This design comes from an exercise in tuning for small area, a short achievable clock period and few clock cycles per item on the open sky130 flow, not from production work.
Where RTL was checked, it was by simulation tests only, not by an equivalence proof against the original.
The clock input has no modelled driver; a real chip could not lean on it and would need a root buffer or a full tree.
Power figures rest on the tool's default switching activity, not on a simulated workload.

==> inputs of exp/cedar <==
// crc_code_faulty_memory
module crc_code_faulty_memory(
    input clk,
    input rst,
    input write,
    input read,
    input [7:0] data_in,
    input [3:0] addr_in,
    input [3:0] fault_addr,
    input [1:0] burst_error_length,
    input fault_enable,
    output mem_write_busy,
    output read_busy,
    output data_valid,
    output error_detected,
    output completed,
    output [7:0] data_out
);
==> module crc_code_faulty_memory, before the edit <==
module crc_code_faulty_memory(
    input clk,
    input rst,
    input write,
    input read,
    input [7:0] data_in,
    input [3:0] addr_in,
    input [3:0] fault_addr,
    input [1:0] burst_error_length,
    input fault_enable,
    output mem_write_busy,
    output read_busy,
    output data_valid,
    output error_detected,
    output completed,
    output [7:0] data_out
);
    reg       wr_p;
    reg       rd_p;
    reg [3:0] addr_p;
    reg [7:0] wdata_p;
    reg [3:0] fault_addr_p;
    reg [1:0] burst_len_p;
    reg       fault_en_p;
    always @(posedge clk or posedge rst) begin
        if (rst)
            rd_p <= 1'b0;
        else
            rd_p <= read;
    end
    always @(posedge clk) begin
        wr_p         <= write;
        addr_p       <= addr_in;
        wdata_p      <= data_in;
        fault_addr_p <= fault_addr;
        burst_len_p  <= burst_error_length;
        fault_en_p   <= fault_enable;
    end
    reg [7:0] mem [0:15];
    always @(posedge clk) begin
        if (wr_p)
            mem[addr_p] <= wdata_p;
    end
    wire [15:0] start_at = 16'd1 << fault_addr_p;
    wire        len_ge1  = |burst_len_p;
    wire        len_ge2  = burst_len_p[1];
    wire        len_eq3  = &burst_len_p;
    reg  [7:0]  dmask;
    integer j;
    always @(*) begin
        for (j = 0; j < 8; j = j + 1)
            dmask[j] = fault_en_p && (start_at[j + 4] ||
                                      (start_at[j + 3] && len_ge1) ||
                                      (start_at[j + 2] && len_ge2) ||
                                      (start_at[j + 1] && len_eq3));
    end
    wire err = fault_en_p && (fault_addr_p < 4'd12);
    reg       done_r, valid_r, error_r;
    reg [7:0] data_r;
    always @(posedge clk or posedge rst) begin
        if (rst)
            done_r <= 1'b0;
        else
            done_r <= rd_p;
    end
    always @(posedge clk) begin
        valid_r <= rd_p & ~err;
        error_r <= rd_p & err;
        data_r  <= mem[addr_p] ^ dmask;
    end
    assign mem_write_busy = 1'b0;
    assign read_busy      = 1'b0;
    assign completed      = done_r;
    assign data_valid     = valid_r;
    assign error_detected = error_r;
    assign data_out       = data_r;
endmodule
export LEC_CHECK = 0
export CAP_MARGIN = 20
export CORE_MARGIN = 2
export CORE_UTILIZATION = 70
export PLACE_DENSITY = 0.8
export SETUP_SLACK_MARGIN = 4.25
export SLEW_MARGIN = 20
create_clock -name core_clock -period 6.0 [get_ports {clk}]
standard.sh (not shown) runs the stock make flow with config.mk's settings and CLKGATE_MAP_FILE= SYNTH_SCRIPT=/design/flow/synth_recipe.tcl, a recipe that flattens the netlist after the stock synthesis.
==> flow/flow/run.sh <==
#!/bin/bash
# Layout: the standard flow (standard.sh), with its synthesis unchanged and
# these ORFS settings for the later steps:
#  - port buffers of the smallest plain buffer (the resizer sizes them up as
#    timing needs) instead of the default delay-cell buffers;
#  - a two-level clock tree built by flow/mcts.tcl in place of TritonCTS
#    (PRE_CTS hook): the registers are split by position into groups, each
#    driven by a leaf clock buffer at its centre; the clock port drives a few
#    mid-level buffers, each driving the leaf buffers of neighbouring groups.
set -uo pipefail
export MCTS_GROUPS=8 MCTS_ROOT=2 MCTS_BUF=sky130_fd_sc_hd__clkbuf_8 MCTS_LPM=2 MCTS_MID=sky130_fd_sc_hd__clkbuf_8
EXTRA=("BUFFER_PORTS_ARGS=-buffer_cell sky130_fd_sc_hd__buf_1" "PRE_CTS_TCL=$PWD/flow/pre_cts.tcl")
bash standard.sh synth > synth.log 2>&1 || { tail -n 30 synth.log; exit 1; }
bash standard.sh "${EXTRA[@]}" finish > layout.log 2>&1 || { tail -n 30 layout.log; exit 1; }
==> flow/flow/mcts.tcl <==
# Manual clock tree: the registers are split by position into MCTS_GROUPS
# groups (2 columns, then rows), each driven by one leaf clock buffer placed
# at the centre of its group. The leaf buffers are driven by the clock port
# directly, or, with MCTS_ROOT set, by one root buffer at their centre.
proc manual_cts {args} {
  set ngrp [expr {[info exists ::env(MCTS_GROUPS)] ? $::env(MCTS_GROUPS) : 4}]
  set root [expr {[info exists ::env(MCTS_ROOT)] ? $::env(MCTS_ROOT) : 0}]
  set bufm [expr {[info exists ::env(MCTS_BUF)] ? $::env(MCTS_BUF) : "sky130_fd_sc_hd__clkbuf_16"}]
  mcts_dissolve
  set block [ord::get_db_block]
  set clknet [$block findNet clk]
  set sinks {}
  foreach it [$clknet getITerms] {
    set inst [$it getInst]
    lassign [$inst getLocation] x y
    set w [[$inst getMaster] getWidth]
    lappend sinks [list $it [expr {$x + $w/2}] $y]
  }
  set n [llength $sinks]
  # split into two halves by x, then each half into ngrp/2 by y
  set byx [lsort -integer -index 1 $sinks]
  set groups {}
  set ncol [expr {$ngrp >= 4 ? 2 : 1}]
  if {$ngrp % $ncol} { error "manual_cts: MCTS_GROUPS must be even" }
  set nrow [expr {$ngrp / $ncol}]
  set per [expr {int(ceil(double($n) / $ncol))}]
  for {set c 0} {$c < $ncol} {incr c} {
    set col [lrange $byx [expr {$c*$per}] [expr {($c+1)*$per - 1}]]
    set col [lsort -integer -index 2 $col]
    set m [llength $col]
    set per2 [expr {int(ceil(double($m) / $nrow))}]
    for {set r 0} {$r < $nrow} {incr r} {
      lappend groups [lrange $col [expr {$r*$per2}] [expr {($r+1)*$per2 - 1}]]
    }
  }
  set master [[ord::get_db] findMaster $bufm]
  set drv $clknet
  if {$root == 2} {
    # one mid-level buffer per MCTS_LPM leaf groups, driven by the clock port
    set mids {}
    set lpm [expr {[info exists ::env(MCTS_LPM)] ? $::env(MCTS_LPM) : 2}]
    set midm [expr {[info exists ::env(MCTS_MID)] ? $::env(MCTS_MID) : "sky130_fd_sc_hd__clkbuf_16"}]
    for {set q 0} {$q < [llength $groups] / $lpm} {incr q} {
      set minst [odb::dbInst_create $block [[ord::get_db] findMaster $midm] "clkbuf_m_mid_$q"]
      set mnet [odb::dbNet_create $block "clknet_m_mid_$q"]
      $mnet setSigType CLOCK
      [$minst findITerm A] connect $clknet
      [$minst findITerm X] connect $mnet
      set pair [concat {*}[lrange $groups [expr {$lpm*$q}] [expr {$lpm*$q + $lpm - 1}]]]
      set sx 0; set sy 0
      foreach s $pair { set sx [expr {$sx + [lindex $s 1]}]; set sy [expr {$sy + [lindex $s 2]}] }
      $minst setLocation [expr {$sx / [llength $pair]}] [expr {$sy / [llength $pair]}]
      $minst setPlacementStatus PLACED
      lappend mids $mnet
    }
  }
  if {$root == 1} {
    set rinst [odb::dbInst_create $block [[ord::get_db] findMaster sky130_fd_sc_hd__clkbuf_16] "clkbuf_m_root"]
    set drv [odb::dbNet_create $block "clknet_m_root"]
    $drv setSigType CLOCK
    [$rinst findITerm A] connect $clknet
    [$rinst findITerm X] connect $drv
    set sx 0; set sy 0
    foreach s $sinks { set sx [expr {$sx + [lindex $s 1]}]; set sy [expr {$sy + [lindex $s 2]}] }
    $rinst setLocation [expr {$sx / $n}] [expr {$sy / $n}]
    $rinst setPlacementStatus PLACED
  }
  set k 0
  foreach g $groups {
    if {[llength $g] == 0} continue
    set sx 0; set sy 0
    foreach s $g { set sx [expr {$sx + [lindex $s 1]}]; set sy [expr {$sy + [lindex $s 2]}] }
    set cx [expr {$sx / [llength $g]}]; set cy [expr {$sy / [llength $g]}]
    set inst [odb::dbInst_create $block $master "clkbuf_m_$k"]
    set net [odb::dbNet_create $block "clknet_m_$k"]
    $net setSigType CLOCK
    foreach s $g { set it [lindex $s 0]; $it disconnect; $it connect $net }
    if {$root == 2} { set drv [lindex $mids [expr {$k / $lpm}]] }
    [$inst findITerm A] connect $drv
    [$inst findITerm X] connect $net
    $inst setLocation $cx $cy
    $inst setPlacementStatus PLACED
    puts "manual_cts: clkbuf_m_$k drives [llength $g] sinks at ($cx, $cy)"
    incr k
  }
  $clknet setSigType CLOCK
}

# Before placement: group the registers by function (each memory word with
# the words that share its first read-multiplexer level, the other registers
# spread evenly) and give each group a clock buffer, so that global placement
# pulls each group together. manual_cts replaces this tree by one grouped on
# the final register positions.
proc mcts_pregroup {} {
  set ngrp [expr {[info exists ::env(MCTS_GROUPS)] ? $::env(MCTS_GROUPS) : 4}]
  set bufm [expr {[info exists ::env(MCTS_BUF)] ? $::env(MCTS_BUF) : "sky130_fd_sc_hd__clkbuf_16"}]
  set block [ord::get_db_block]
  set clknet [$block findNet clk]
  set master [[ord::get_db] findMaster $bufm]
  set nets {}
  for {set k 0} {$k < $ngrp} {incr k} {
    set inst [odb::dbInst_create $block $master "clkbuf_p_$k"]
    set net [odb::dbNet_create $block "clknet_p_$k"]
    $net setSigType CLOCK
    [$inst findITerm A] connect $clknet
    [$inst findITerm X] connect $net
    $inst setDoNotTouch 1
    lappend nets $net
  }
  set wpg [expr {16 / $ngrp}]
  set rr 0
  foreach it [$clknet getITerms] {
    set inst [$it getInst]
    if {[string match clkbuf_p_* [$inst getName]]} continue
    if {[regexp {^mem\[([0-9]+)\]} [$inst getName] -> w]} {
      set g [expr {($w / $wpg) % $ngrp}]
    } else {
      set g [expr {$rr % $ngrp}]
      incr rr
    }
    $it disconnect
    $it connect [lindex $nets $g]
  }
}

# Undo mcts_pregroup: the registers go back onto the clock port's net.
proc mcts_dissolve {} {
  set block [ord::get_db_block]
  set clknet [$block findNet clk]
  foreach inst [$block getInsts] {
    if {![string match clkbuf_p_* [$inst getName]]} continue
    set net [[$inst findITerm X] getNet]
    foreach it [$net getITerms] {
      if {[$it getInst] eq $inst} continue
      $it disconnect
      $it connect $clknet
    }
    $inst setDoNotTouch 0
    odb::dbInst_destroy $inst
    odb::dbNet_destroy $net
  }
}
==> flow/flow/pre_cts.tcl <==
# ORFS PRE_CTS hook: build the clock tree with manual_cts (mcts.tcl) in place
# of TritonCTS; the rest of the CTS step (placement legalisation, timing
# repair) runs as usual.
source [file join [file dirname [info script]] mcts.tcl]
proc clock_tree_synthesis {args} { manual_cts }
==> inputs of exp/raven, as changes to exp/cedar <==
--- a/flow/design.v
+++ b/flow/design.v
@@ -42,16 +42,10 @@
             mem[addr_p] <= wdata_p;
     end
-    wire [15:0] start_at = 16'd1 << fault_addr_p;
-    wire        len_ge1  = |burst_len_p;
-    wire        len_ge2  = burst_len_p[1];
-    wire        len_eq3  = &burst_len_p;
-    reg  [7:0]  dmask;
+    wire [4:0] burst_end = {1'b0, fault_addr_p} + {3'b000, burst_len_p};
+    reg  [7:0] dmask;
     integer j;
     always @(*) begin
         for (j = 0; j < 8; j = j + 1)
-            dmask[j] = fault_en_p && (start_at[j + 4] ||
-                                      (start_at[j + 3] && len_ge1) ||
-                                      (start_at[j + 2] && len_ge2) ||
-                                      (start_at[j + 1] && len_eq3));
+            dmask[j] = fault_en_p && (fault_addr_p <= j + 4) && (burst_end >= j + 4);
     end
     wire err = fault_en_p && (fault_addr_p < 4'd12);
- SETUP_SLACK_MARGIN: 4.25 -> 4.0
==> inputs of exp/nickel, as changes to exp/cedar <==
--- a/flow/design.v
+++ b/flow/design.v
@@ -19,8 +19,5 @@
     reg       rd_p;
     reg [3:0] addr_p;
-    reg [7:0] wdata_p;
-    reg [3:0] fault_addr_p;
-    reg [1:0] burst_len_p;
-    reg       fault_en_p;
+    reg [7:0] pay_p;
     always @(posedge clk or posedge rst) begin
         if (rst)
@@ -30,11 +27,12 @@
     end
     always @(posedge clk) begin
-        wr_p         <= write;
-        addr_p       <= addr_in;
-        wdata_p      <= data_in;
-        fault_addr_p <= fault_addr;
-        burst_len_p  <= burst_error_length;
-        fault_en_p   <= fault_enable;
+        wr_p   <= write;
+        addr_p <= addr_in;
+        pay_p  <= read ? {1'b0, fault_enable, burst_error_length, fault_addr} : data_in;
     end
+    wire [7:0] wdata_p      = pay_p;
+    wire [3:0] fault_addr_p = pay_p[3:0];
+    wire [1:0] burst_len_p  = pay_p[5:4];
+    wire       fault_en_p   = pay_p[6];
     reg [7:0] mem [0:15];
     always @(posedge clk) begin
==> flow/flow/run.sh (replaced) <==
#!/bin/bash
# Layout: the standard flow (standard.sh), with its synthesis unchanged and
# these ORFS settings for the later steps:
#  - port buffers of the smallest plain buffer (the resizer sizes them up as
#    timing needs) instead of the default delay-cell buffers;
#  - before clock tree synthesis, mux4_1 cells become the smaller mux4_2;
#  - a two-level clock tree of inverters built by flow/mcts.tcl in place of
#    TritonCTS (PRE_CTS hook): the registers are split by position into
#    groups, each driven by a leaf inverter at its centre; the clock port
#    drives a few mid-level inverters, each driving the leaves of
#    neighbouring groups. Every register sees two inversions.
set -uo pipefail
export MCTS_GROUPS=8 MCTS_ROOT=2 MCTS_BUF=sky130_fd_sc_hd__inv_8 MCTS_LPM=2 MCTS_MID=sky130_fd_sc_hd__inv_8
EXTRA=("BUFFER_PORTS_ARGS=-buffer_cell sky130_fd_sc_hd__buf_1" "PRE_CTS_TCL=$PWD/flow/pre_cts.tcl")
bash standard.sh synth > synth.log 2>&1 || { tail -n 30 synth.log; exit 1; }
bash standard.sh "${EXTRA[@]}" finish > layout.log 2>&1 || { tail -n 30 layout.log; exit 1; }
--- a/flow/flow/mcts.tcl
+++ b/flow/flow/mcts.tcl
@@ -46,5 +46,5 @@
       $mnet setSigType CLOCK
       [$minst findITerm A] connect $clknet
-      [$minst findITerm X] connect $mnet
+      [mcts_out $minst] connect $mnet
       set pair [concat {*}[lrange $groups [expr {$lpm*$q}] [expr {$lpm*$q + $lpm - 1}]]]
       set sx 0; set sy 0
@@ -60,5 +60,5 @@
     $drv setSigType CLOCK
     [$rinst findITerm A] connect $clknet
-    [$rinst findITerm X] connect $drv
+    [mcts_out $rinst] connect $drv
     set sx 0; set sy 0
     foreach s $sinks { set sx [expr {$sx + [lindex $s 1]}]; set sy [expr {$sy + [lindex $s 2]}] }
@@ -78,5 +78,5 @@
     if {$root == 2} { set drv [lindex $mids [expr {$k / $lpm}]] }
     [$inst findITerm A] connect $drv
-    [$inst findITerm X] connect $net
+    [mcts_out $inst] connect $net
     $inst setLocation $cx $cy
     $inst setPlacementStatus PLACED
@@ -104,5 +104,5 @@
     $net setSigType CLOCK
     [$inst findITerm A] connect $clknet
-    [$inst findITerm X] connect $net
+    [mcts_out $inst] connect $net
     $inst setDoNotTouch 1
     lappend nets $net
@@ -130,5 +130,5 @@
   foreach inst [$block getInsts] {
     if {![string match clkbuf_p_* [$inst getName]]} continue
-    set net [[$inst findITerm X] getNet]
+    set net [[mcts_out $inst] getNet]
     foreach it [$net getITerms] {
       if {[$it getInst] eq $inst} continue
@@ -141,2 +141,22 @@
   }
 }
+
+# Output pin of a clock buffer (X) or inverter (Y).
+proc mcts_out {inst} {
+  set it [$inst findITerm X]
+  if {$it eq "NULL" || $it eq ""} { set it [$inst findITerm Y] }
+  return $it
+}
+
+# Swap cells for the same function in a smaller and no weaker drive:
+# sky130_fd_sc_hd__mux4_2 is smaller than mux4_1.
+proc swap_dominated_cells {} {
+  set n 0
+  foreach inst [[ord::get_db_block] getInsts] {
+    if {[[$inst getMaster] getName] eq "sky130_fd_sc_hd__mux4_1"} {
+      replace_cell [$inst getName] sky130_fd_sc_hd__mux4_2
+      incr n
+    }
+  }
+  puts "swap_dominated_cells: $n mux4_1 -> mux4_2"
+}
==> flow/flow/pre_cts.tcl (replaced) <==
# ORFS PRE_CTS hook: swap dominated cells, then build the clock tree with
# manual_cts (mcts.tcl) in place of TritonCTS; the rest of the CTS step
# (placement legalisation, timing repair) runs as usual.
source [file join [file dirname [info script]] mcts.tcl]
swap_dominated_cells
proc clock_tree_synthesis {args} { manual_cts }
- CORE_UTILIZATION: 70 -> 60
- PLACE_DENSITY: 0.8 -> 0.75
- SETUP_SLACK_MARGIN: 4.25 -> 4.1
==> inputs of exp/xenon, as changes to exp/cedar <==
--- a/flow/design.v
+++ b/flow/design.v
@@ -19,8 +19,5 @@
     reg       rd_p;
     reg [3:0] addr_p;
-    reg [7:0] wdata_p;
-    reg [3:0] fault_addr_p;
-    reg [1:0] burst_len_p;
-    reg       fault_en_p;
+    reg [7:0] pay_p;
     always @(posedge clk or posedge rst) begin
         if (rst)
@@ -30,15 +27,29 @@
     end
     always @(posedge clk) begin
-        wr_p         <= write;
-        addr_p       <= addr_in;
-        wdata_p      <= data_in;
-        fault_addr_p <= fault_addr;
-        burst_len_p  <= burst_error_length;
-        fault_en_p   <= fault_enable;
+        wr_p   <= write;
+        addr_p <= addr_in;
+        pay_p  <= read ? {1'b0, fault_enable, burst_error_length, fault_addr} : data_in;
     end
-    reg [7:0] mem [0:15];
-    always @(posedge clk) begin
-        if (wr_p)
-            mem[addr_p] <= wdata_p;
+    wire [7:0] wdata_p      = pay_p;
+    wire [3:0] fault_addr_p = pay_p[3:0];
+    wire [1:0] burst_len_p  = pay_p[5:4];
+    wire       fault_en_p   = pay_p[6];
+    reg  [7:0]  mem [0:15];
+    wire [15:0] word_sel = 16'd1 << addr_p;
+    genvar w;
+    generate
+        for (w = 0; w < 16; w = w + 1) begin : g_word
+            always @(posedge clk) begin
+                if (wr_p && word_sel[w])
+                    mem[w] <= wdata_p;
+            end
+        end
+    endgenerate
+    reg [7:0] rdata;
+    integer k;
+    always @(*) begin
+        rdata = 8'h00;
+        for (k = 0; k < 16; k = k + 1)
+            rdata = rdata | (mem[k] & {8{word_sel[k]}});
     end
     wire [15:0] start_at = 16'd1 << fault_addr_p;
@@ -67,5 +78,5 @@
         valid_r <= rd_p & ~err;
         error_r <= rd_p & err;
-        data_r  <= mem[addr_p] ^ dmask;
+        data_r  <= rdata ^ dmask;
     end
     assign mem_write_busy = 1'b0;
--- a/flow/flow/run.sh
+++ b/flow/flow/run.sh
@@ -9,5 +9,5 @@
 #    mid-level buffers, each driving the leaf buffers of neighbouring groups.
 set -uo pipefail
-export MCTS_GROUPS=8 MCTS_ROOT=2 MCTS_BUF=sky130_fd_sc_hd__clkbuf_8 MCTS_LPM=2 MCTS_MID=sky130_fd_sc_hd__clkbuf_8
+export MCTS_GROUPS=8 MCTS_ROOT=2 MCTS_BUF=sky130_fd_sc_hd__inv_8 MCTS_LPM=2 MCTS_MID=sky130_fd_sc_hd__inv_8
 EXTRA=("BUFFER_PORTS_ARGS=-buffer_cell sky130_fd_sc_hd__buf_1" "PRE_CTS_TCL=$PWD/flow/pre_cts.tcl")
 bash standard.sh synth > synth.log 2>&1 || { tail -n 30 synth.log; exit 1; }
--- a/flow/flow/mcts.tcl
+++ b/flow/flow/mcts.tcl
@@ -46,5 +46,5 @@
       $mnet setSigType CLOCK
       [$minst findITerm A] connect $clknet
-      [$minst findITerm X] connect $mnet
+      [mcts_out $minst] connect $mnet
       set pair [concat {*}[lrange $groups [expr {$lpm*$q}] [expr {$lpm*$q + $lpm - 1}]]]
       set sx 0; set sy 0
@@ -60,5 +60,5 @@
     $drv setSigType CLOCK
     [$rinst findITerm A] connect $clknet
-    [$rinst findITerm X] connect $drv
+    [mcts_out $rinst] connect $drv
     set sx 0; set sy 0
     foreach s $sinks { set sx [expr {$sx + [lindex $s 1]}]; set sy [expr {$sy + [lindex $s 2]}] }
@@ -78,5 +78,5 @@
     if {$root == 2} { set drv [lindex $mids [expr {$k / $lpm}]] }
     [$inst findITerm A] connect $drv
-    [$inst findITerm X] connect $net
+    [mcts_out $inst] connect $net
     $inst setLocation $cx $cy
     $inst setPlacementStatus PLACED
@@ -104,5 +104,5 @@
     $net setSigType CLOCK
     [$inst findITerm A] connect $clknet
-    [$inst findITerm X] connect $net
+    [mcts_out $inst] connect $net
     $inst setDoNotTouch 1
     lappend nets $net
@@ -130,5 +130,5 @@
   foreach inst [$block getInsts] {
     if {![string match clkbuf_p_* [$inst getName]]} continue
-    set net [[$inst findITerm X] getNet]
+    set net [[mcts_out $inst] getNet]
     foreach it [$net getITerms] {
       if {[$it getInst] eq $inst} continue
@@ -141,2 +141,9 @@
   }
 }
+
+# Output pin of a clock buffer (X) or inverter (Y).
+proc mcts_out {inst} {
+  set it [$inst findITerm X]
+  if {$it eq "NULL" || $it eq ""} { set it [$inst findITerm Y] }
+  return $it
+}
- ABC_AREA: not set -> 1
- SETUP_SLACK_MARGIN: 4.25 -> 4.1
==> run summary <==
top cell type's share of synthesized area 0.563; minimum clock period 1.82 ns; Tcrit/Tclk final 0.303; P_comb 156 uW; fillers 689; area of the multi-input gates 1920 um2; largest family of logic cells by synthesized area simple AND/OR/NAND/NOR gates; Placement Setup Slack 3.56 ns; outcome timing/DRC/antenna clean; CP startpoint addr_p[1]
(the above is from exp/xenon)
==> run summary <==
top cell type's share of synthesized area 0.646; Post-synth top cells 128 x edfxtp_1, 30 x dfxtp_1, 21 x mux4_2, 16 x a22oi_1, 15 x nor2_1; Synth Area in Adders 0; CP startpoint done_r; Logic pwr share 0.078; fillers 396; P_comb 147 uW; minimum clock period 1.99 ns; DRT Wirelength 11.8 mm; area of the multi-input gates 1490 um2; largest family of logic cells by synthesized area multiplexers; outcome timing/DRC/antenna clean
(the above is from exp/cedar)
==> run summary <==
outcome timing/DRC/antenna clean; CP startpoint fault_addr_p[0]; LEAKAGE 2.11 nW; fillers 441; Top Metal Used met4; Top reg by flops mem; area of the multi-input gates 1420 um2; CP max stage delay 0.51 ns; register bit total from synthesis 160; total number of vias 2916; most used routing layer met2; pins over their slew limit 0; Reg clk slew, reported paths 0.11 ns; met3 routed wirelength 513 um; Placement Setup Slack 3.74 ns; HP Start rd_p
(the above is from exp/raven)
==> run summary <==
outcome timing/DRC/antenna clean; CP startpoint wr_p; fillers 671; Min-Delay Endpoint done_r; met3 global-route usage 0.0136; largest family of logic cells by synthesized area multiplexers; Tcrit/Tclk final 0.319; Placement Setup Slack 3.79 ns; P_comb 133 uW
(the above is from exp/nickel)
Testbench counts of exp/cedar, summed over its fixed seeds: cycles 4,806, items 4,800.
Testbench counts of exp/raven, summed over its fixed seeds: cycles 4,806, items 4,800.
Testbench counts of exp/nickel, summed over its fixed seeds: cycles 4,806, items 4,800.
The RTL of exp/xenon was laid out without a check of its function. In every run of this note, the design's own scripts or RTL, not TritonCTS, make the clock network.

[port drivers added, routing unchanged]
In the flow no input, the clock included, has a driving cell. The finished layouts below were timed again as built, in two steps.
Step 1 assumes that a clkbuf_16 drives the clock port and a buf_2 every other input.
Step 2 times the ports against the registers' clock, not the clock port: input delays grow and output delays shrink by t, the midpoint of the rising clock arrivals with the driver on.
a / b / c = ideal / step 1 / step 2; a / b = the first two.
run | t, ns | setup slack, ns | worst register clock-pin slew, ns
exp/cedar | 0.357 | 4.014 / 3.945 / 4.199 | 0.12 / 0.12
exp/raven | 0.350 | 4.005 / 3.949 / 4.005 | 0.12 / 0.12
exp/nickel | 0.234 | 4.084 / 4.061 / 4.084 | 0.10 / 0.10
exp/xenon | 0.242 | 4.179 / 4.072 / 4.124 | 0.09 / 0.09
After both steps every run listed still meets setup and hold. The setup slack of exp/xenon, which loses most, moves by -0.107 ns with the drivers and by -0.055 ns with both steps.
